This design comes from an exercise in tuning for small area and a short achievable clock period on the open sky130 flow, not from production work. For this run, only the layout was checked, not whether the RTL still works. In this run the design's own scripts or RTL, not TritonCTS, make the clock network. No driver is modelled on the clock port, so clock power and skew are understated where the tree is cut down; a real chip needs a root buffer or a tree. Power is estimated from default activity; no workload was simulated.

--- config.mk ---
export PLATFORM = sky130hd
export DESIGN_NAME = KSA_pipe
export DESIGN_NICKNAME = KSA_pipe
export VERILOG_FILES = /design/flow/design.v
export SDC_FILE = /design/flow/constraint.sdc
export NUM_CORES = 4
export LEC_CHECK = 0
export ABC_AREA = 1
export CAP_MARGIN = 20
export CORE_MARGIN = 2
export CORE_UTILIZATION = 50
export PLACE_DENSITY = 0.65
export SETUP_SLACK_MARGIN = 1.8
export SLEW_MARGIN = 20
--- constraint.sdc ---
create_clock -name core_clock -period 3.4 [get_ports {clk}]
set_input_delay 0.6800 -clock core_clock [delete_from_list [all_inputs] [get_ports {clk}]]
set_output_delay 0.6800 -clock core_clock [all_outputs]
set_load 0.01 [all_outputs]
--- design.v ---
module KSA (s, x);
   input  [93:0] x;
   output [64:0] s;
   wire s2_g1;
   wire s2_g2;
   wire s2_p3;
   wire s2_g4;
   wire s2_p5;
   wire s2_g6;
   wire s2_p7;
   wire s2_g8;
   wire s2_p9;
   wire s2_g10;
   wire s2_p11;
   wire s2_g12;
   wire s2_p13;
   wire s2_g14;
   wire s2_g15;
   wire s2_g16;
   wire s2_p17;
   wire s2_g18;
   wire s2_p19;
   wire s2_g20;
   wire s2_p21;
   wire s2_g22;
   wire s2_p23;
   wire s2_g24;
   wire s2_g25;
   wire s2_g26;
   wire s2_g27;
   assign s2_g1 = x[20] | (x[21] & x[9]);
   assign s2_g2 = x[32] | (x[33] & x[20]);
   assign s2_p3 = x[33] & x[21];
   assign s2_g4 = x[44] | (x[45] & x[32]);
   assign s2_p5 = x[45] & x[33];
   assign s2_g6 = x[56] | (x[57] & x[44]);
   assign s2_p7 = x[57] & x[45];
   assign s2_g8 = x[68] | (x[69] & x[56]);
   assign s2_p9 = x[69] & x[57];
   assign s2_g10 = x[80] | (x[81] & x[68]);
   assign s2_p11 = x[81] & x[69];
   assign s2_g12 = x[92] | (x[93] & x[80]);
   assign s2_p13 = x[93] & x[81];
   assign s2_g14 = s2_g2 | (s2_p3 & x[9]);
   assign s2_g15 = s2_g4 | (s2_p5 & s2_g1);
   assign s2_g16 = s2_g6 | (s2_p7 & s2_g2);
   assign s2_p17 = s2_p7 & s2_p3;
   assign s2_g18 = s2_g8 | (s2_p9 & s2_g4);
   assign s2_p19 = s2_p9 & s2_p5;
   assign s2_g20 = s2_g10 | (s2_p11 & s2_g6);
   assign s2_p21 = s2_p11 & s2_p7;
   assign s2_g22 = s2_g12 | (s2_p13 & s2_g8);
   assign s2_p23 = s2_p13 & s2_p9;
   assign s2_g24 = s2_g16 | (s2_p17 & x[9]);
   assign s2_g25 = s2_g18 | (s2_p19 & s2_g1);
   assign s2_g26 = s2_g20 | (s2_p21 & s2_g14);
   assign s2_g27 = s2_g22 | (s2_p23 & s2_g15);
   assign s[0] = x[0];
   assign s[1] = x[1];
   assign s[2] = x[2];
   assign s[3] = x[3];
   assign s[4] = x[4] ^ (x[8]);
   assign s[5] = x[5] ^ ((x[8] & x[4]));
   assign s[6] = x[6] ^ ((x[8] & x[4] & x[5]));
   assign s[7] = x[7] ^ ((x[8] & x[4] & x[5] & x[6]));
   assign s[8] = x[10] ^ ((x[9]));
   assign s[9] = x[11] ^ ((x[10] & x[9]));
   assign s[10] = x[12] ^ ((x[10] & x[11] & x[9]));
   assign s[11] = x[13] ^ ((x[10] & x[11] & x[12] & x[9]));
   assign s[12] = x[14] ^ (x[18] | (x[19] & x[9]));
   assign s[13] = x[15] ^ ((x[18] & x[14]) | (x[19] & x[14] & x[9]));
   assign s[14] = x[16] ^ ((x[18] & x[14] & x[15]) | (x[19] & x[14] & x[15] & x[9]));
   assign s[15] = x[17] ^ ((x[18] & x[14] & x[15] & x[16]) | (x[19] & x[14] & x[15] & x[16] & x[9]));
   assign s[16] = x[22] ^ ((s2_g1));
   assign s[17] = x[23] ^ ((x[22] & s2_g1));
   assign s[18] = x[24] ^ ((x[22] & x[23] & s2_g1));
   assign s[19] = x[25] ^ ((x[22] & x[23] & x[24] & s2_g1));
   assign s[20] = x[26] ^ (x[30] | (x[31] & s2_g1));
   assign s[21] = x[27] ^ ((x[30] & x[26]) | (x[31] & x[26] & s2_g1));
   assign s[22] = x[28] ^ ((x[30] & x[26] & x[27]) | (x[31] & x[26] & x[27] & s2_g1));
   assign s[23] = x[29] ^ ((x[30] & x[26] & x[27] & x[28]) | (x[31] & x[26] & x[27] & x[28] & s2_g1));
   assign s[24] = x[34] ^ ((s2_g14));
   assign s[25] = x[35] ^ ((x[34] & s2_g14));
   assign s[26] = x[36] ^ ((x[34] & x[35] & s2_g14));
   assign s[27] = x[37] ^ ((x[34] & x[35] & x[36] & s2_g14));
   assign s[28] = x[38] ^ (x[42] | (x[43] & s2_g14));
   assign s[29] = x[39] ^ ((x[42] & x[38]) | (x[43] & x[38] & s2_g14));
   assign s[30] = x[40] ^ ((x[42] & x[38] & x[39]) | (x[43] & x[38] & x[39] & s2_g14));
   assign s[31] = x[41] ^ ((x[42] & x[38] & x[39] & x[40]) | (x[43] & x[38] & x[39] & x[40] & s2_g14));
   assign s[32] = x[46] ^ ((s2_g15));
   assign s[33] = x[47] ^ ((x[46] & s2_g15));
   assign s[34] = x[48] ^ ((x[46] & x[47] & s2_g15));
   assign s[35] = x[49] ^ ((x[46] & x[47] & x[48] & s2_g15));
   assign s[36] = x[50] ^ (x[54] | (x[55] & s2_g15));
   assign s[37] = x[51] ^ ((x[54] & x[50]) | (x[55] & x[50] & s2_g15));
   assign s[38] = x[52] ^ ((x[54] & x[50] & x[51]) | (x[55] & x[50] & x[51] & s2_g15));
   assign s[39] = x[53] ^ ((x[54] & x[50] & x[51] & x[52]) | (x[55] & x[50] & x[51] & x[52] & s2_g15));
   assign s[40] = x[58] ^ ((s2_g24));
   assign s[41] = x[59] ^ ((x[58] & s2_g24));
   assign s[42] = x[60] ^ ((x[58] & x[59] & s2_g24));
   assign s[43] = x[61] ^ ((x[58] & x[59] & x[60] & s2_g24));
   assign s[44] = x[62] ^ (x[66] | (x[67] & s2_g24));
   assign s[45] = x[63] ^ ((x[66] & x[62]) | (x[67] & x[62] & s2_g24));
   assign s[46] = x[64] ^ ((x[66] & x[62] & x[63]) | (x[67] & x[62] & x[63] & s2_g24));
   assign s[47] = x[65] ^ ((x[66] & x[62] & x[63] & x[64]) | (x[67] & x[62] & x[63] & x[64] & s2_g24));
   assign s[48] = x[70] ^ ((s2_g25));
   assign s[49] = x[71] ^ ((x[70] & s2_g25));
   assign s[50] = x[72] ^ ((x[70] & x[71] & s2_g25));
   assign s[51] = x[73] ^ ((x[70] & x[71] & x[72] & s2_g25));
   assign s[52] = x[74] ^ (x[78] | (x[79] & s2_g25));
   assign s[53] = x[75] ^ ((x[78] & x[74]) | (x[79] & x[74] & s2_g25));
   assign s[54] = x[76] ^ ((x[78] & x[74] & x[75]) | (x[79] & x[74] & x[75] & s2_g25));
   assign s[55] = x[77] ^ ((x[78] & x[74] & x[75] & x[76]) | (x[79] & x[74] & x[75] & x[76] & s2_g25));
   assign s[56] = x[82] ^ ((s2_g26));
   assign s[57] = x[83] ^ ((x[82] & s2_g26));
   assign s[58] = x[84] ^ ((x[82] & x[83] & s2_g26));
   assign s[59] = x[85] ^ ((x[82] & x[83] & x[84] & s2_g26));
   assign s[60] = x[86] ^ (x[90] | (x[91] & s2_g26));
   assign s[61] = x[87] ^ ((x[90] & x[86]) | (x[91] & x[86] & s2_g26));
   assign s[62] = x[88] ^ ((x[90] & x[86] & x[87]) | (x[91] & x[86] & x[87] & s2_g26));
   assign s[63] = x[89] ^ ((x[90] & x[86] & x[87] & x[88]) | (x[91] & x[86] & x[87] & x[88] & s2_g26));
   assign s[64] = x[92] | (x[93] & s2_g26);
endmodule
module KSA_pipe(s, a, b, c, clk);
   input [63:0] a;
   input [63:0] b;
   input        c;
   input        clk;
   output [64:0] s;
   wire [93:0] x;
   reg  [93:0] xr;
   wire [64:0] sOut;
   reg  [64:0] sr;
   wire p0_1;
   wire p0_2;
   wire p0_3;
   wire p0_4;
   wire g0_5;
   wire g0_6;
   wire g0_7;
   wire g0_8;
   wire g0_9;
   wire c0_g10;
   wire c0_g11;
   wire c0_g12;
   wire p1_13;
   wire p1_14;
   wire p1_15;
   wire p1_16;
   wire g1_17;
   wire g1_18;
   wire g1_19;
   wire g1_20;
   wire c1_g21;
   wire c1_g22;
   wire c1_g23;
   wire bp1_24;
   wire q0_g25;
   wire p2_26;
   wire p2_27;
   wire p2_28;
   wire p2_29;
   wire g2_30;
   wire g2_31;
   wire g2_32;
   wire g2_33;
   wire c2_g34;
   wire c2_g35;
   wire c2_g36;
   wire bp2_37;
   wire p3_38;
   wire p3_39;
   wire p3_40;
   wire p3_41;
   wire g3_42;
   wire g3_43;
   wire g3_44;
   wire g3_45;
   wire c3_g46;
   wire c3_g47;
   wire c3_g48;
   wire bp3_49;
   wire q1_g50;
   wire q1_p51;
   wire p4_52;
   wire p4_53;
   wire p4_54;
   wire p4_55;
   wire g4_56;
   wire g4_57;
   wire g4_58;
   wire g4_59;
   wire c4_g60;
   wire c4_g61;
   wire c4_g62;
   wire bp4_63;
   wire p5_64;
   wire p5_65;
   wire p5_66;
   wire p5_67;
   wire g5_68;
   wire g5_69;
   wire g5_70;
   wire g5_71;
   wire c5_g72;
   wire c5_g73;
   wire c5_g74;
   wire bp5_75;
   wire q2_g76;
   wire q2_p77;
   wire p6_78;
   wire p6_79;
   wire p6_80;
   wire p6_81;
   wire g6_82;
   wire g6_83;
   wire g6_84;
   wire g6_85;
   wire c6_g86;
   wire c6_g87;
   wire c6_g88;
   wire bp6_89;
   wire p7_90;
   wire p7_91;
   wire p7_92;
   wire p7_93;
   wire g7_94;
   wire g7_95;
   wire g7_96;
   wire g7_97;
   wire c7_g98;
   wire c7_g99;
   wire c7_g100;
   wire bp7_101;
   wire q3_g102;
   wire q3_p103;
   wire p8_104;
   wire p8_105;
   wire p8_106;
   wire p8_107;
   wire g8_108;
   wire g8_109;
   wire g8_110;
   wire g8_111;
   wire c8_g112;
   wire c8_g113;
   wire c8_g114;
   wire bp8_115;
   wire p9_116;
   wire p9_117;
   wire p9_118;
   wire p9_119;
   wire g9_120;
   wire g9_121;
   wire g9_122;
   wire g9_123;
   wire c9_g124;
   wire c9_g125;
   wire c9_g126;
   wire bp9_127;
   wire q4_g128;
   wire q4_p129;
   wire p10_130;
   wire p10_131;
   wire p10_132;
   wire p10_133;
   wire g10_134;
   wire g10_135;
   wire g10_136;
   wire g10_137;
   wire c10_g138;
   wire c10_g139;
   wire c10_g140;
   wire bp10_141;
   wire p11_142;
   wire p11_143;
   wire p11_144;
   wire p11_145;
   wire g11_146;
   wire g11_147;
   wire g11_148;
   wire g11_149;
   wire c11_g150;
   wire c11_g151;
   wire c11_g152;
   wire bp11_153;
   wire q5_g154;
   wire q5_p155;
   wire p12_156;
   wire p12_157;
   wire p12_158;
   wire p12_159;
   wire g12_160;
   wire g12_161;
   wire g12_162;
   wire g12_163;
   wire c12_g164;
   wire c12_g165;
   wire c12_g166;
   wire bp12_167;
   wire p13_168;
   wire p13_169;
   wire p13_170;
   wire p13_171;
   wire g13_172;
   wire g13_173;
   wire g13_174;
   wire g13_175;
   wire c13_g176;
   wire c13_g177;
   wire c13_g178;
   wire bp13_179;
   wire q6_g180;
   wire q6_p181;
   wire p14_182;
   wire p14_183;
   wire p14_184;
   wire p14_185;
   wire g14_186;
   wire g14_187;
   wire g14_188;
   wire g14_189;
   wire c14_g190;
   wire c14_g191;
   wire c14_g192;
   wire bp14_193;
   wire p15_194;
   wire p15_195;
   wire p15_196;
   wire p15_197;
   wire g15_198;
   wire g15_199;
   wire g15_200;
   wire g15_201;
   wire c15_g202;
   wire c15_g203;
   wire c15_g204;
   wire bp15_205;
   wire q7_g206;
   wire q7_p207;
   assign p0_1 = a[0] ^ b[0];
   assign p0_2 = a[1] ^ b[1];
   assign p0_3 = a[2] ^ b[2];
   assign p0_4 = a[3] ^ b[3];
   assign g0_5 = a[0] & b[0];
   assign g0_6 = a[1] & b[1];
   assign g0_7 = a[2] & b[2];
   assign g0_8 = a[3] & b[3];
   assign g0_9 = g0_5 | (p0_1 & c);
   assign c0_g10 = g0_6 | (p0_2 & g0_9);
   assign c0_g11 = g0_7 | (p0_3 & c0_g10);
   assign c0_g12 = g0_8 | (p0_4 & c0_g11);
   assign p1_13 = a[4] ^ b[4];
   assign p1_14 = a[5] ^ b[5];
   assign p1_15 = a[6] ^ b[6];
   assign p1_16 = a[7] ^ b[7];
   assign g1_17 = a[4] & b[4];
   assign g1_18 = a[5] & b[5];
   assign g1_19 = a[6] & b[6];
   assign g1_20 = a[7] & b[7];
   assign c1_g21 = g1_18 | (p1_14 & g1_17);
   assign c1_g22 = g1_19 | (p1_15 & c1_g21);
   assign c1_g23 = g1_20 | (p1_16 & c1_g22);
   assign bp1_24 = p1_13 & p1_14 & p1_15 & p1_16;
   assign q0_g25 = c1_g23 | (bp1_24 & c0_g12);
   assign p2_26 = a[8] ^ b[8];
   assign p2_27 = a[9] ^ b[9];
   assign p2_28 = a[10] ^ b[10];
   assign p2_29 = a[11] ^ b[11];
   assign g2_30 = a[8] & b[8];
   assign g2_31 = a[9] & b[9];
   assign g2_32 = a[10] & b[10];
   assign g2_33 = a[11] & b[11];
   assign c2_g34 = g2_31 | (p2_27 & g2_30);
   assign c2_g35 = g2_32 | (p2_28 & c2_g34);
   assign c2_g36 = g2_33 | (p2_29 & c2_g35);
   assign bp2_37 = p2_26 & p2_27 & p2_28 & p2_29;
   assign p3_38 = a[12] ^ b[12];
   assign p3_39 = a[13] ^ b[13];
   assign p3_40 = a[14] ^ b[14];
   assign p3_41 = a[15] ^ b[15];
   assign g3_42 = a[12] & b[12];
   assign g3_43 = a[13] & b[13];
   assign g3_44 = a[14] & b[14];
   assign g3_45 = a[15] & b[15];
   assign c3_g46 = g3_43 | (p3_39 & g3_42);
   assign c3_g47 = g3_44 | (p3_40 & c3_g46);
   assign c3_g48 = g3_45 | (p3_41 & c3_g47);
   assign bp3_49 = p3_38 & p3_39 & p3_40 & p3_41;
   assign q1_g50 = c3_g48 | (bp3_49 & c2_g36);
   assign q1_p51 = bp3_49 & bp2_37;
   assign p4_52 = a[16] ^ b[16];
   assign p4_53 = a[17] ^ b[17];
   assign p4_54 = a[18] ^ b[18];
   assign p4_55 = a[19] ^ b[19];
   assign g4_56 = a[16] & b[16];
   assign g4_57 = a[17] & b[17];
   assign g4_58 = a[18] & b[18];
   assign g4_59 = a[19] & b[19];
   assign c4_g60 = g4_57 | (p4_53 & g4_56);
   assign c4_g61 = g4_58 | (p4_54 & c4_g60);
   assign c4_g62 = g4_59 | (p4_55 & c4_g61);
   assign bp4_63 = p4_52 & p4_53 & p4_54 & p4_55;
   assign p5_64 = a[20] ^ b[20];
   assign p5_65 = a[21] ^ b[21];
   assign p5_66 = a[22] ^ b[22];
   assign p5_67 = a[23] ^ b[23];
   assign g5_68 = a[20] & b[20];
   assign g5_69 = a[21] & b[21];
   assign g5_70 = a[22] & b[22];
   assign g5_71 = a[23] & b[23];
   assign c5_g72 = g5_69 | (p5_65 & g5_68);
   assign c5_g73 = g5_70 | (p5_66 & c5_g72);
   assign c5_g74 = g5_71 | (p5_67 & c5_g73);
   assign bp5_75 = p5_64 & p5_65 & p5_66 & p5_67;
   assign q2_g76 = c5_g74 | (bp5_75 & c4_g62);
   assign q2_p77 = bp5_75 & bp4_63;
   assign p6_78 = a[24] ^ b[24];
   assign p6_79 = a[25] ^ b[25];
   assign p6_80 = a[26] ^ b[26];
   assign p6_81 = a[27] ^ b[27];
   assign g6_82 = a[24] & b[24];
   assign g6_83 = a[25] & b[25];
   assign g6_84 = a[26] & b[26];
   assign g6_85 = a[27] & b[27];
   assign c6_g86 = g6_83 | (p6_79 & g6_82);
   assign c6_g87 = g6_84 | (p6_80 & c6_g86);
   assign c6_g88 = g6_85 | (p6_81 & c6_g87);
   assign bp6_89 = p6_78 & p6_79 & p6_80 & p6_81;
   assign p7_90 = a[28] ^ b[28];
   assign p7_91 = a[29] ^ b[29];
   assign p7_92 = a[30] ^ b[30];
   assign p7_93 = a[31] ^ b[31];
   assign g7_94 = a[28] & b[28];
   assign g7_95 = a[29] & b[29];
   assign g7_96 = a[30] & b[30];
   assign g7_97 = a[31] & b[31];
   assign c7_g98 = g7_95 | (p7_91 & g7_94);
   assign c7_g99 = g7_96 | (p7_92 & c7_g98);
   assign c7_g100 = g7_97 | (p7_93 & c7_g99);
   assign bp7_101 = p7_90 & p7_91 & p7_92 & p7_93;
   assign q3_g102 = c7_g100 | (bp7_101 & c6_g88);
   assign q3_p103 = bp7_101 & bp6_89;
   assign p8_104 = a[32] ^ b[32];
   assign p8_105 = a[33] ^ b[33];
   assign p8_106 = a[34] ^ b[34];
   assign p8_107 = a[35] ^ b[35];
   assign g8_108 = a[32] & b[32];
   assign g8_109 = a[33] & b[33];
   assign g8_110 = a[34] & b[34];
   assign g8_111 = a[35] & b[35];
   assign c8_g112 = g8_109 | (p8_105 & g8_108);
   assign c8_g113 = g8_110 | (p8_106 & c8_g112);
   assign c8_g114 = g8_111 | (p8_107 & c8_g113);
   assign bp8_115 = p8_104 & p8_105 & p8_106 & p8_107;
   assign p9_116 = a[36] ^ b[36];
   assign p9_117 = a[37] ^ b[37];
   assign p9_118 = a[38] ^ b[38];
   assign p9_119 = a[39] ^ b[39];
   assign g9_120 = a[36] & b[36];
   assign g9_121 = a[37] & b[37];
   assign g9_122 = a[38] & b[38];
   assign g9_123 = a[39] & b[39];
   assign c9_g124 = g9_121 | (p9_117 & g9_120);
   assign c9_g125 = g9_122 | (p9_118 & c9_g124);
   assign c9_g126 = g9_123 | (p9_119 & c9_g125);
   assign bp9_127 = p9_116 & p9_117 & p9_118 & p9_119;
   assign q4_g128 = c9_g126 | (bp9_127 & c8_g114);
   assign q4_p129 = bp9_127 & bp8_115;
   assign p10_130 = a[40] ^ b[40];
   assign p10_131 = a[41] ^ b[41];
   assign p10_132 = a[42] ^ b[42];
   assign p10_133 = a[43] ^ b[43];
   assign g10_134 = a[40] & b[40];
   assign g10_135 = a[41] & b[41];
   assign g10_136 = a[42] & b[42];
   assign g10_137 = a[43] & b[43];
   assign c10_g138 = g10_135 | (p10_131 & g10_134);
   assign c10_g139 = g10_136 | (p10_132 & c10_g138);
   assign c10_g140 = g10_137 | (p10_133 & c10_g139);
   assign bp10_141 = p10_130 & p10_131 & p10_132 & p10_133;
   assign p11_142 = a[44] ^ b[44];
   assign p11_143 = a[45] ^ b[45];
   assign p11_144 = a[46] ^ b[46];
   assign p11_145 = a[47] ^ b[47];
   assign g11_146 = a[44] & b[44];
   assign g11_147 = a[45] & b[45];
   assign g11_148 = a[46] & b[46];
   assign g11_149 = a[47] & b[47];
   assign c11_g150 = g11_147 | (p11_143 & g11_146);
   assign c11_g151 = g11_148 | (p11_144 & c11_g150);
   assign c11_g152 = g11_149 | (p11_145 & c11_g151);
   assign bp11_153 = p11_142 & p11_143 & p11_144 & p11_145;
   assign q5_g154 = c11_g152 | (bp11_153 & c10_g140);
   assign q5_p155 = bp11_153 & bp10_141;
   assign p12_156 = a[48] ^ b[48];
   assign p12_157 = a[49] ^ b[49];
   assign p12_158 = a[50] ^ b[50];
   assign p12_159 = a[51] ^ b[51];
   assign g12_160 = a[48] & b[48];
   assign g12_161 = a[49] & b[49];
   assign g12_162 = a[50] & b[50];
   assign g12_163 = a[51] & b[51];
   assign c12_g164 = g12_161 | (p12_157 & g12_160);
   assign c12_g165 = g12_162 | (p12_158 & c12_g164);
   assign c12_g166 = g12_163 | (p12_159 & c12_g165);
   assign bp12_167 = p12_156 & p12_157 & p12_158 & p12_159;
   assign p13_168 = a[52] ^ b[52];
   assign p13_169 = a[53] ^ b[53];
   assign p13_170 = a[54] ^ b[54];
   assign p13_171 = a[55] ^ b[55];
   assign g13_172 = a[52] & b[52];
   assign g13_173 = a[53] & b[53];
   assign g13_174 = a[54] & b[54];
   assign g13_175 = a[55] & b[55];
   assign c13_g176 = g13_173 | (p13_169 & g13_172);
   assign c13_g177 = g13_174 | (p13_170 & c13_g176);
   assign c13_g178 = g13_175 | (p13_171 & c13_g177);
   assign bp13_179 = p13_168 & p13_169 & p13_170 & p13_171;
   assign q6_g180 = c13_g178 | (bp13_179 & c12_g166);
   assign q6_p181 = bp13_179 & bp12_167;
   assign p14_182 = a[56] ^ b[56];
   assign p14_183 = a[57] ^ b[57];
   assign p14_184 = a[58] ^ b[58];
   assign p14_185 = a[59] ^ b[59];
   assign g14_186 = a[56] & b[56];
   assign g14_187 = a[57] & b[57];
   assign g14_188 = a[58] & b[58];
   assign g14_189 = a[59] & b[59];
   assign c14_g190 = g14_187 | (p14_183 & g14_186);
   assign c14_g191 = g14_188 | (p14_184 & c14_g190);
   assign c14_g192 = g14_189 | (p14_185 & c14_g191);
   assign bp14_193 = p14_182 & p14_183 & p14_184 & p14_185;
   assign p15_194 = a[60] ^ b[60];
   assign p15_195 = a[61] ^ b[61];
   assign p15_196 = a[62] ^ b[62];
   assign p15_197 = a[63] ^ b[63];
   assign g15_198 = a[60] & b[60];
   assign g15_199 = a[61] & b[61];
   assign g15_200 = a[62] & b[62];
   assign g15_201 = a[63] & b[63];
   assign c15_g202 = g15_199 | (p15_195 & g15_198);
   assign c15_g203 = g15_200 | (p15_196 & c15_g202);
   assign c15_g204 = g15_201 | (p15_197 & c15_g203);
   assign bp15_205 = p15_194 & p15_195 & p15_196 & p15_197;
   assign q7_g206 = c15_g204 | (bp15_205 & c14_g192);
   assign q7_p207 = bp15_205 & bp14_193;
   assign x[0] = p0_1 ^ c;
   assign x[1] = p0_2 ^ g0_9;
   assign x[2] = p0_3 ^ c0_g10;
   assign x[3] = p0_4 ^ c0_g11;
   assign x[4] = p1_13;
   assign x[5] = p1_14 ^ g1_17;
   assign x[6] = p1_15 ^ c1_g21;
   assign x[7] = p1_16 ^ c1_g22;
   assign x[8] = c0_g12;
   assign x[9] = q0_g25;
   assign x[10] = p2_26;
   assign x[11] = p2_27 ^ g2_30;
   assign x[12] = p2_28 ^ c2_g34;
   assign x[13] = p2_29 ^ c2_g35;
   assign x[14] = p3_38;
   assign x[15] = p3_39 ^ g3_42;
   assign x[16] = p3_40 ^ c3_g46;
   assign x[17] = p3_41 ^ c3_g47;
   assign x[18] = c2_g36;
   assign x[19] = bp2_37;
   assign x[20] = q1_g50;
   assign x[21] = q1_p51;
   assign x[22] = p4_52;
   assign x[23] = p4_53 ^ g4_56;
   assign x[24] = p4_54 ^ c4_g60;
   assign x[25] = p4_55 ^ c4_g61;
   assign x[26] = p5_64;
   assign x[27] = p5_65 ^ g5_68;
   assign x[28] = p5_66 ^ c5_g72;
   assign x[29] = p5_67 ^ c5_g73;
   assign x[30] = c4_g62;
   assign x[31] = bp4_63;
   assign x[32] = q2_g76;
   assign x[33] = q2_p77;
   assign x[34] = p6_78;
   assign x[35] = p6_79 ^ g6_82;
   assign x[36] = p6_80 ^ c6_g86;
   assign x[37] = p6_81 ^ c6_g87;
   assign x[38] = p7_90;
   assign x[39] = p7_91 ^ g7_94;
   assign x[40] = p7_92 ^ c7_g98;
   assign x[41] = p7_93 ^ c7_g99;
   assign x[42] = c6_g88;
   assign x[43] = bp6_89;
   assign x[44] = q3_g102;
   assign x[45] = q3_p103;
   assign x[46] = p8_104;
   assign x[47] = p8_105 ^ g8_108;
   assign x[48] = p8_106 ^ c8_g112;
   assign x[49] = p8_107 ^ c8_g113;
   assign x[50] = p9_116;
   assign x[51] = p9_117 ^ g9_120;
   assign x[52] = p9_118 ^ c9_g124;
   assign x[53] = p9_119 ^ c9_g125;
   assign x[54] = c8_g114;
   assign x[55] = bp8_115;
   assign x[56] = q4_g128;
   assign x[57] = q4_p129;
   assign x[58] = p10_130;
   assign x[59] = p10_131 ^ g10_134;
   assign x[60] = p10_132 ^ c10_g138;
   assign x[61] = p10_133 ^ c10_g139;
   assign x[62] = p11_142;
   assign x[63] = p11_143 ^ g11_146;
   assign x[64] = p11_144 ^ c11_g150;
   assign x[65] = p11_145 ^ c11_g151;
   assign x[66] = c10_g140;
   assign x[67] = bp10_141;
   assign x[68] = q5_g154;
   assign x[69] = q5_p155;
   assign x[70] = p12_156;
   assign x[71] = p12_157 ^ g12_160;
   assign x[72] = p12_158 ^ c12_g164;
   assign x[73] = p12_159 ^ c12_g165;
   assign x[74] = p13_168;
   assign x[75] = p13_169 ^ g13_172;
   assign x[76] = p13_170 ^ c13_g176;
   assign x[77] = p13_171 ^ c13_g177;
   assign x[78] = c12_g166;
   assign x[79] = bp12_167;
   assign x[80] = q6_g180;
   assign x[81] = q6_p181;
   assign x[82] = p14_182;
   assign x[83] = p14_183 ^ g14_186;
   assign x[84] = p14_184 ^ c14_g190;
   assign x[85] = p14_185 ^ c14_g191;
   assign x[86] = p15_194;
   assign x[87] = p15_195 ^ g15_198;
   assign x[88] = p15_196 ^ c15_g202;
   assign x[89] = p15_197 ^ c15_g203;
   assign x[90] = c14_g192;
   assign x[91] = bp14_193;
   assign x[92] = q7_g206;
   assign x[93] = q7_p207;
   always @(posedge clk)
     xr <= x;
   KSA adder (.s(sOut), .x(xr));
   always @(posedge clk)
     sr <= sOut;
   assign s = sr;
endmodule
--- flow/run.sh ---
#!/bin/bash
# Layout: the standard flow (standard.sh), with these changes:
#  - synthesis maps no full or half adder cells (ADDER_MAP_FILE empty), so abc
#    maps the adder logic itself;
#  - buffer_ports buffers every port with buf_1, and before the resize step
#    flow/outbuf.tcl makes the output ports' buffers OUTBUF_CELL (buf_2);
#  - after clock tree synthesis flow/clocktree.tcl replaces the tree by a
#    balanced two-level tree (CLKTREE_*: 4 first-level buffers driven straight
#    from the clock port, each driving 4 leaf buffers), then repairs timing as
#    the CTS step does.
# The flow's output goes to standard.log, and ORFS's own logs to orfs/logs.
set -euo pipefail
bash standard.sh ADDER_MAP_FILE= "PRE_RESIZE_TCL=$PWD/flow/outbuf.tcl" "POST_CTS_TCL=$PWD/flow/clocktree.tcl" BUFFER_PORTS_ARGS=-buffer_cell\ sky130_fd_sc_hd__buf_1 CTS_ARGS=-sink_clustering_enable\ -dont_use_dummy_load\ -root_buf\ sky130_fd_sc_hd__clkbuf_16\ -buf_list\ sky130_fd_sc_hd__clkbuf_16\ -sink_clustering_size\ 40\ -sink_clustering_max_diameter\ 200 CLKTREE_CELL=sky130_fd_sc_hd__clkbuf_8 CLKTREE_NLEAF=4 CLKTREE_LEAF_CELL=sky130_fd_sc_hd__clkbuf_4 OUTBUF_CELL=sky130_fd_sc_hd__buf_2 finish > standard.log 2>&1
--- flow/clocktree.tcl ---
set nbuf 4
if {[info exists ::env(CLKTREE_NBUF)]} { set nbuf $::env(CLKTREE_NBUF) }
set bufcell sky130_fd_sc_hd__clkbuf_16
if {[info exists ::env(CLKTREE_CELL)]} { set bufcell $::env(CLKTREE_CELL) }

set db [ord::get_db]
set block [ord::get_db_block]
set port_net [[$block findBTerm clk] getNet]

set sinks {}
foreach inst [$block getInsts] {
  if {[[$inst getMaster] isSequential]} {
    lappend sinks [$inst findITerm CLK]
  }
}
puts "clocktree: [llength $sinks] register clock pins"

# the cells CTS added: drivers of clock nets other than the port's net
set old_insts {}
set old_nets {}
foreach net [$block getNets] {
  if {[$net getSigType] ne "CLOCK" || $net eq $port_net} { continue }
  lappend old_nets $net
  foreach it [$net getITerms] {
    if {[$it isOutputSignal]} { lappend old_insts [$it getInst] }
  }
}
# cells hanging on the port net other than registers (root buffers, loads)
foreach it [$port_net getITerms] {
  set inst [$it getInst]
  if {![[$inst getMaster] isSequential] && [lsearch -exact $old_insts $inst] < 0} {
    lappend old_insts $inst
  }
}
puts "clocktree: removing [llength $old_insts] cells and [llength $old_nets] nets"
foreach s $sinks { $s disconnect }
foreach inst $old_insts { odb::dbInst_destroy $inst }
foreach net $old_nets { odb::dbNet_destroy $net }

# split the registers into nbuf groups of equal size by position
proc loc {it} {
  set b [[$it getInst] getBBox]
  return [list [expr {([$b xMin] + [$b xMax]) / 2}] [expr {([$b yMin] + [$b yMax]) / 2}]]
}
set pts {}
foreach s $sinks { lappend pts [concat [loc $s] [list $s]] }
proc split_groups {pts n axis} {
  if {$n <= 1} { return [list $pts] }
  set sorted [lsort -integer -index $axis $pts]
  set n1 [expr {$n / 2}]
  set cut [expr {[llength $sorted] * $n1 / $n}]
  set a [lrange $sorted 0 [expr {$cut - 1}]]
  set b [lrange $sorted $cut end]
  set nxt [expr {1 - $axis}]
  return [concat [split_groups $a $n1 $nxt] [split_groups $b [expr {$n - $n1}] $nxt]]
}
# first cut along the longer side of the registers' spread
set xs [lsort -integer [lmap p $pts {lindex $p 0}]]
set ys [lsort -integer [lmap p $pts {lindex $p 1}]]
set axis [expr {([lindex $xs end] - [lindex $xs 0]) >= ([lindex $ys end] - [lindex $ys 0]) ? 0 : 1}]
set groups [split_groups $pts $nbuf $axis]

set nleaf 0
if {[info exists ::env(CLKTREE_NLEAF)]} { set nleaf $::env(CLKTREE_NLEAF) }
set leafcell $bufcell
if {[info exists ::env(CLKTREE_LEAF_CELL)]} { set leafcell $::env(CLKTREE_LEAF_CELL) }

proc centre {grp} {
  set sx 0; set sy 0
  foreach p $grp { incr sx [lindex $p 0]; incr sy [lindex $p 1] }
  return [list [expr {$sx / [llength $grp]}] [expr {$sy / [llength $grp]}]]
}
# a buffer of cell type mname at (x, y), input from net in, driving a new net
proc add_buf {name mname in x y} {
  set master [[ord::get_db] findMaster $mname]
  set block [ord::get_db_block]
  set buf [odb::dbInst_create $block $master $name]
  set net [odb::dbNet_create $block "${name}_net"]
  $net setSigType CLOCK
  [$buf findITerm A] connect $in
  [$buf findITerm X] connect $net
  $buf setLocation [expr {$x - [$master getWidth] / 2}] [expr {$y - [$master getHeight] / 2}]
  $buf setPlacementStatus PLACED
  return $net
}

set g 0
foreach grp $groups {
  lassign [centre $grp] cx cy
  if {$nleaf <= 1} {
    set net [add_buf "clktree_buf_$g" $bufcell $port_net $cx $cy]
    foreach p $grp { [lindex $p 2] connect $net }
    puts "clocktree: buffer $g drives [llength $grp] registers at ($cx, $cy)"
  } else {
    # leaves first, so the root sits at the centre of its leaves
    set leaves [split_groups $grp $nleaf [expr {1 - $axis}]]
    set lpts {}
    foreach lg $leaves { lappend lpts [centre $lg] }
    lassign [centre $lpts] rx ry
    set rnet [add_buf "clktree_buf_$g" $bufcell $port_net $rx $ry]
    set l 0
    foreach lg $leaves {
      lassign [centre $lg] lx ly
      set net [add_buf "clktree_buf_${g}_$l" $leafcell $rnet $lx $ly]
      foreach p $lg { [lindex $p 2] connect $net }
      puts "clocktree: buffer ${g}_$l drives [llength $lg] registers at ($lx, $ly)"
      incr l
    }
  }
  incr g
}

detailed_placement
estimate_parasitics -placement
report_clock_skew
if { !$::env(SKIP_CTS_REPAIR_TIMING) } {
  repair_timing_helper
  detailed_placement
}
check_placement -verbose
report_clock_skew
report_wns
--- flow/outbuf.tcl ---
# Runs before ORFS's resize step (PRE_RESIZE_TCL): the output ports' buffers,
# which buffer_ports made of the smallest buffer, become OUTBUF_CELL.
set cell sky130_fd_sc_hd__buf_2
if {[info exists ::env(OUTBUF_CELL)]} { set cell $::env(OUTBUF_CELL) }
set n 0
foreach bt [[ord::get_db_block] getBTerms] {
  if {[$bt getIoType] ne "OUTPUT"} { continue }
  foreach it [[$bt getNet] getITerms] {
    if {[$it isOutputSignal]} {
      replace_cell [[$it getInst] getName] $cell
      incr n
    }
  }
}
puts "outbuf: $n output port drivers made $cell"
--- standard.sh ---
#!/bin/bash
# synth_recipe.tcl (not shown) runs the flow's synth.tcl, then flattens the netlist and writes it again
# the make line also repeats each setting of config.mk as NAME=value (left out here)
make -C /OpenROAD-flow-scripts/flow DESIGN_CONFIG=/design/flow/config.mk WORK_HOME=/design/flow/orfs CLKGATE_MAP_FILE= SYNTH_SCRIPT=/design/flow/synth_recipe.tcl "${@:-finish}"
==> results.txt <==
## where the power goes
part | leakage [nW] | internal (W) | switching, W
Clock | 0.102 | 0.000327 | 0.000519
Combinational | 2.33 | 0.000371 | 0.000502
Sequential | 1.34 | 0.00219 | 0.000127
## per-layer routing
| layer | up-vias | wire length [um] | track usage [%] |
|---|---|---|---|
| met3 | 33 | 765 | 3.94 |
| met1 | 2052 | 4990 | 19.7 |
| met5 | - | 0 | 0 |
| li1 | 2792 | - | - |
| met2 | 144 | 5050 | 28.4 |
| met4 | 0 | 375 | 7.69 |
## synth_stat cells (2+ instances only)
| cell type | instances |
|---|---|
| nand2_1 | 223 |
| dfxtp_1 | 159 |
| xor2_1 | 102 |
| inv_1 | 81 |
| nor2_1 | 62 |
| nand3_1 | 28 |
| xnor2_1 | 23 |
| a21oi_1 | 16 |
| o21ai_0 | 16 |
| nand4_1 | 12 |
| nor3_1 | 9 |
| nor4_1 | 8 |
| or2_2 | 8 |
| nand2_2 | 3 |
| nand2_4 | 3 |
| nor2_2 | 3 |
| a21boi_2 | 2 |
| a21o_1 | 2 |
| nand3_2 | 2 |
## area by class of cell
| class | count | area (um2) | share of cell area, % |
|---|---|---|---|
| Sequential cell | 159 | 3180 | 42.1 |
| Multi-Input combinational cell | 528 | 2870 | 38.0 |
| Timing Repair Buffer | 194 | 810 | 10.7 |
| Inverter | 81 | 304 | 4.02 |
| Tap cell | 172 | 215 | 2.85 |
| Buffer | 20 | 175 | 2.32 |
## registers in the layout, indices dropped and copies added (netlist names)
name and count:
xr 94, sr 65
## metrics by stage
stage               power (W)  utilization, %  instances  hold slack, ns  setup WS [ns]
floorplan             0.00289               -        768           0.310           1.80
global placement      0.00319            58.3       1134           0.312           1.65
detailed placement    0.00325            59.0       1134           0.314           1.62
global route          0.00432            60.4       1154           0.344           1.82
finish                0.00404            60.4       1154           0.334           1.93
## path summary, 6_finish.rpt
check	startpoint	to	slack [ns]	depth (start not counted)
setup / recovery	sr[56]	s[56]	1.93	1
hold / removal	xr[0]	sr[0]	0.33	0
setup reg to reg	xr[9]	sr[50]	2.05	6
hold reg to reg	xr[0]	sr[0]	0.33	0
## kinds of logic after synthesis
logic type | after synthesis
AOI/OAI and AO/OA | 41
and+or+nand+nor | 362
buffers and inverters | 81
DFF | 159
xor gates and xnor gates | 125
==> impl_metrics.csv <==
group,metric,value,unit
timing,hold_violations,0,
place,io_buffers,194,
timing,final.min_clock_period,1.47,ns
die,initial_core_util,50.8,%
timing,fin_crit_sh,43.1,%
cells_and_area,area_growth,18.9,%
detailed_routing,vias,5021,
die,placementRows,41,
synthesis,yosys.area_share.adder,0,%
timing,maxSlewHeadroom,75.7,%
die,fp.dieH,117,um
power,p_leak,3.77,nW
timing,clock-skew-final,0.0198,ns
worst_setup_path,worstSetupEndpointType,"output pin",
global_route,grt_pass1_wl,18200,um
timing,rsz0062_at_grt,"no",
timing,maxSlewViolCount,0,
power,vdd_ir_drop_max,0.241,mV
hold_path,hp-class,"reg2reg",
worst_setup_path,critPathTopFamily,"flip-flops",
cells_and_area,final_area,0.00756,mm2
synthesis,synth-xor-area-share,17.2,%
synthesis,synth_compound_area_share,3.88,%
detailed_routing,firstDrtPassIters,4,
die,die_x,117,um
place,dp_hpwl,9060,um
synthesis,synth_top_area_share,50.1,%
synthesis,yosys.area.top_type,"dfxtp_1",
detailed_routing,wl,11200,um
clock_tree,cts_sinks,159,
detailed_routing,drt-initial-drc-count,167,
synthesis,netlist_area,0.00636,mm2
detailed_routing,drc,0,
synthesis,synth_mux_area_share,0,%
synthesis,yosys.area_share.simple,24.0,%
global_route,grt_max_degree,11,
detailed_routing,post_drt_wl_per_cell,9.68,um
cells_and_area,final_common_cell,"nand2_1",
synthesis,ys_async_sr_fraction,0,%
global_route,track_usage,16.6,%
cells_and_area,drive_gt1_share,11.2,%
synthesis,synth_area_per_cell,8.28,um2
synthesis,yosysWarnings,1,
synthesis,syn-instance-count,768,
synthesis,seq_area_frac_synth,50.1,%
worst_setup_path,cp_data_arrival_time,0.79,ns
synthesis,synth_flop_cell,"dfxtp_1",
die,fp.coreArea,0.0125,mm2
clock_tree,clkTransAtPathRegs,0.10,ns
cells_and_area,num-fill-cells,1220,
synthesis,synth_top_family_by_area,"simple AND/OR/NAND/NOR gates",
place,place.gp.congestion,0.844,
worst_setup_path,critPathMaxFanout,1,
synthesis,ys_types,25,
worst_setup_path,critical-path-max-stage-delay,0.35,ns
timing,timing.setup.tns,0,ns
worst_setup_path,path_buf_inv,1,
worst_setup_path,cp_slowest_cell,"dfxtp_1",
worst_setup_path,worstPathRequired,2.72,ns
synthesis,synthesis.nets,898,
synthesis,synth_edf_count,0,
clock_tree,clock_latency,0.31,ns
timing,fmax,682,MHz
cells_and_area,most-common-layout-cells,"nand2_1 (223), dfxtp_1 (158), buf_1 (129), xor2_1 (102), inv_1 (81)",
place,post_dp_cell_area,0.00738,mm2
timing,finalSetupViolations,0,
cells_and_area,nets,1114,
global_route,grt_antenna_before_repair,0,
worst_setup_path,start_kind,"flip-flop",
global_route,grt-ovfl-total,0,
detailed_routing,vias_per_cell,4.35,
global_route,grt_pass1_vias,4456,
die,die_area,0.0136,mm2
worst_setup_path,worstPathCellList,"buf_2",
run_status,status,"complete, no violations",
synthesis,synth_seq_cells,159,
die,ios,195,
synthesis,ys_top_cells_by_area,"dfxtp_1 (50%), xor2_1 (14%), nand2_1 (13%)",
detailed_routing,postRouteAntennaNets,0,
cells_and_area,antenna_cells,0,
power,power_per_cell_area,534,mW/mm2
run,maxCapViolCount,0,
timing,tightest_slew,0.361,ns
worst_setup_path,critPathKind,"reg2out",

[afterwards: timing with drivers on the ports]
Ports are ideal in the flow. The routed layout listed here was re-timed in OpenROAD.
Step 1 (the two cells are an assumption about what drives the block):
set clk [get_ports {clk}]
set_driving_cell -lib_cell sky130_fd_sc_hd__clkbuf_16 $clk
set_driving_cell -lib_cell sky130_fd_sc_hd__buf_2 [delete_from_list [all_inputs] $clk]
Step 2 adds t to the input delays and takes it off the output delays; t is the mean of the earliest and latest rising clock arrival at the registers after step 1. Input paths then give back, and output paths get back, about the clock's delay inside the block.
a / b / c = ideal / step 1 / step 2; a / b = the first two.
t, ns: 0.363
slack for setup (ns): 1.934 / 1.866 / 1.629
hold WS [ns]: 0.334 / 0.334 / 0.334
worst slew at a driven data input, ns: 0.04
pins driven straight from the clock port: 4
After both steps this run still meets setup and hold. The setup slack of this run moves by -0.068 ns with the drivers and by -0.305 ns with both steps.
